This is an optimization exercise on Yosys and OpenROAD, whose aim is small area, a short achievable clock period and few clock cycles per item, not a production implementation. The RTL was checked by simulation tests, not by an equivalence proof against the original design.

the reference run:
// exponential
module exponential(input clk, rst, start, input [15:0] _x, output done,
                   output [1:0] intpart, output [15:0] fracpart);
Size in the first run: ~1200 cells after synthesis, about 84 flip-flops, about 38 I/O pins, about 0.0097 sq mm of cells after synthesis.
clock: 9.0 ns
lec_check: 0
abc_area: 1
cap_margin: 20
core_margin: 2
core_utilization: 40
cts_buf_list: sky130_fd_sc_hd__clkbuf_4 sky130_fd_sc_hd__clkbuf_8
place_density: 0.6
setup_slack_margin: 3.25
slew_margin: 20
synth_hierarchical: 1
synth_minimum_keep_size: 0
run.sh (not shown) runs the stock make flow with config.mk's settings and CLKGATE_MAP_FILE= SYNTH_SCRIPT=/design/flow/synth_recipe.tcl, a recipe that flattens the netlist after the stock synthesis.
Testbench counts of the reference run, summed over its fixed seeds: cycles 12,006, items 1,200.
The inputs of the trial run differ from those of the reference run as listed below.
- a change of SETUP_SLACK_MARGIN from 3.25 to 3.5
Notes after the runs:
Compared with the reference run, in the trial run critical path depth in cells now sits lower, wire length now sits higher, detailed-routing wirelength on met1 now sits higher, synthesized cell count now sits at about the same level, post-route cell area now sits higher.
Between the reference run and the trial run, the met2 usage does not differ in any meaningful way.
The reference run and the trial run ended up with roughly the same wire length of the first global-routing pass.
The trial run: PASS, flow complete, no timing, DRC or antenna violations
[compare] base=the reference run new=the trial run: register-to-register slack rose by 280 ps; die area stayed essentially flat; final clock period utilization by the worst path fell by 3.3 points.


## run a
Another version of the RTL of exponential (not shown whole).
Size: ~1600 cells after synthesis, about 76 flip-flops, about 0.011 mm² of cells after synthesis.
==> flow/design.v (excerpt) <==
module exponential(input clk, rst, start, input [15:0] _x, output done,
                   output [1:0] intpart, output [15:0] fracpart);
Settings: LEC_CHECK=0, ABC_AREA=1, CAP_MARGIN=20, CORE_MARGIN=2, CORE_UTILIZATION=40, PLACE_DENSITY=0.6, SETUP_SLACK_MARGIN=3, SLEW_MARGIN=20, SYNTH_HIERARCHICAL=1, SYNTH_MINIMUM_KEEP_SIZE=0; clock period 9.0 ns.
Run a finished end to end and its layout was clean on timing, DRC and antenna.
Testbench counts of run a, summed over its fixed seeds: cycles 12,006, items 1,200.
> inputs changed (run a -> run b)
- ABC_AREA no longer set, was 1
## What came out
Higher first-pass GRT wire length among run a and run b: run a
In run b relative to run a, post-route non-filler standard cell count had gone down by more than 10%.
| highest fanout seen on the critical path | run b vs run a | 4 higher |
Comparing run a and run b, the higher global-route met2 utilization was measured on run a.
Run b vs run a: synthesized-area fraction occupied by adder cells down in run b
Hold slack: run b vs run a down 0.040 ns


Setup of job 4182:
exponential, a different RTL version from the one above (not shown whole).
Size: ~1200 cells after synthesis, about 77 flip-flops.
export LEC_CHECK = 0
export ABC_AREA = 1
export CAP_MARGIN = 20
export CORE_MARGIN = 2
export CORE_UTILIZATION = 40
export PLACE_DENSITY = 0.6
export SETUP_SLACK_MARGIN = 3
export SLEW_MARGIN = 20
export SYNTH_HIERARCHICAL = 1
export SYNTH_MINIMUM_KEEP_SIZE = 0
create_clock -name core_clock -period 9.0 [get_ports {clk}]
Testbench counts of job 4182, summed over its fixed seeds: cycles 12,006, items 1,200.
### job 4182 -> job 7395
- changing SETUP_SLACK_MARGIN from 3 to 3.5
### Flow results
Delta (job 7395 minus job 4182): clock latency at the later pin of the worst-skew pair held steady; wire length grew by 410 um.
Job 7395 against job 4182: synthesized area per cell has remained practically unchanged, core utilization climbed 1.1 points.
The overall via count from detail_route in job 7395 was higher than what job 4182 gave.
For job 5613, these inputs were changed with respect to job 7395:
- CAP_MARGIN changed from 20 to 0
- SETUP_SLACK_MARGIN changed from 3.5 to 3
- SLEW_MARGIN changed from 20 to 0
Results
[compare] base=job 7395 new=job 5613: final core utilization went down by 1.1 points; worst setup slack after layout went down by 190 ps; first-iteration DRC count went down by about 1.5%.


exponential, a different RTL version from the one above (not shown whole).
Size in the first run: ~84 flip-flops, ~38 I/O pins, ~9700 um^2 of cells after synthesis.
Settings: LEC_CHECK=0, ABC_AREA=1, CAP_MARGIN=20, CORE_MARGIN=2, CORE_UTILIZATION=50, CTS_BUF_LIST=sky130_fd_sc_hd__clkbuf_4 sky130_fd_sc_hd__clkbuf_8, PLACE_DENSITY=0.65, SETUP_SLACK_MARGIN=3.5, SLEW_MARGIN=20, SYNTH_HIERARCHICAL=1, SYNTH_MINIMUM_KEEP_SIZE=0; clock period 9.0 ns.
Testbench counts at the start, summed over its fixed seeds: cycles 12,006, items 1,200.
Then changed:
- CORE_UTILIZATION: 50 -> 40
- CTS_CLUSTER_DIAMETER: default -> 120
- CTS_CLUSTER_SIZE: default -> 40
- PLACE_DENSITY: 0.65 -> 0.6
Outcome: Maximum frequency came out higher slightly; register-to-register slack hardly moves; cell area came out higher slightly; count of clock-buffer cells in the layout came out higher by 3.
Then changed:
- CTS_BUF_LIST: sky130_fd_sc_hd__clkbuf_4 sky130_fd_sc_hd__clkbuf_8 -> default
- CTS_CLUSTER_DIAMETER: 120 -> default
- CTS_CLUSTER_SIZE: 40 -> default
Result: The changed run passed the timing, DRC and antenna checks; count of clock-buffer cells in the layout does not change; cell area grows by 1.1%; worst setup slack is better by 0.015 ns; utilization rose by 0.51 points; via count hardly moves; die area does not change; global-route usage fell by 0.11 points; synthesized area is unchanged; final cell count is about the same; non-clock buffer count fell by 1.
Then changed:
- CTS_BUF_LIST: default -> sky130_fd_sc_hd__clkbuf_4 sky130_fd_sc_hd__clkbuf_8
- GPL_ROUTABILITY_DRIVEN: default -> 0
Effect: Sequential cell count stays the same; register-to-register slack is about the same; design area shrinks by 0.31%; sequential share of layout area goes up by 0.22 points; first-iteration DRC count climbs by 27%; wire length is higher by 1.5%; non-clock buffer count came out lower by 1; utilization fell by 0.14 points; worst hold slack gets better by 0.0085 ns.
Then changed:
- GPL_ROUTABILITY_DRIVEN: 0 -> default
- TNS_END_PERCENT: default -> 0
What happened:
- The changed run went through all stages and came out clean
- routed wire length drops by 2.6%
- flip-flop and latch count does not change
- hold slack got worse by 0.0030 ns
- die area stays the same
- cell count decreases by 0.53%
Then changed:
- CTS_BUF_LIST: sky130_fd_sc_hd__clkbuf_4 sky130_fd_sc_hd__clkbuf_8 -> default
- SETUP_SLACK_MARGIN: 3.5 -> 3.75
- TNS_END_PERCENT: 0 -> default
After rerunning:
- via count climbs by 3.2%
- global-route usage came out higher by 0.25 points
- wire length climbs by 5.5%
- clock skew shrinks by 0.0057 ns

[what the ideal ports hide]
Ports are ideal in the flow. The routed layouts listed here were re-timed in OpenROAD. Step 1 sets driving cells, clkbuf_16 on the clock port and buf_2 on the other inputs (assumed; they add their load-dependent delay and slew). Step 2 also shifts input and output timing later by t, the mid clock arrival at the registers, as if the neighbouring blocks saw the same clock. Three values: ideal ports, drivers, drivers and shift; two values: the first two.
run | shift t [ns] | setup WS [ns] | latest minus earliest clock arrival (ns)
the reference run | 0.400 | 3.334 / 3.348 / 2.948 | 0.013 / 0.013
the trial run | 0.404 | 3.636 / 3.594 / 3.299 | 0.015 / 0.016
run a | 0.378 | 3.218 / 3.218 / 3.218 | 0.009 / 0.009
run b | 0.399 | 3.081 / 3.081 / 3.081 | 0.019 / 0.019
job 4182 | 0.379 | 3.013 / 2.976 / 3.043 | 0.009 / 0.009
job 7395 | 0.378 | 3.207 / 3.207 / 3.181 | 0.008 / 0.008
job 5613 | 0.379 | 3.013 / 2.976 / 3.043 | 0.009 / 0.009
the first run of note 4 | 0.393 | 3.587 / 3.552 / 3.378 | 0.012 / 0.012
the second run of note 4 | 0.398 | 3.628 / 3.593 / 3.274 | 0.014 / 0.014
the third run of note 4 | 0.378 | 3.642 / 3.600 / 3.332 | 0.010 / 0.010
the fourth run of note 4 | 0.399 | 3.646 / 3.612 / 3.306 | 0.013 / 0.013
the fifth run of note 4 | 0.397 | 3.450 / 3.459 / 3.062 | 0.012 / 0.012
the sixth run of note 4 | 0.373 | 3.635 / 3.597 / 3.643 | 0.007 / 0.007
After both steps every run listed still meets setup and hold. For the fifth run of note 4, which loses most, drivers alone change the setup slack by +0.009 ns; drivers and shift together by -0.388 ns.
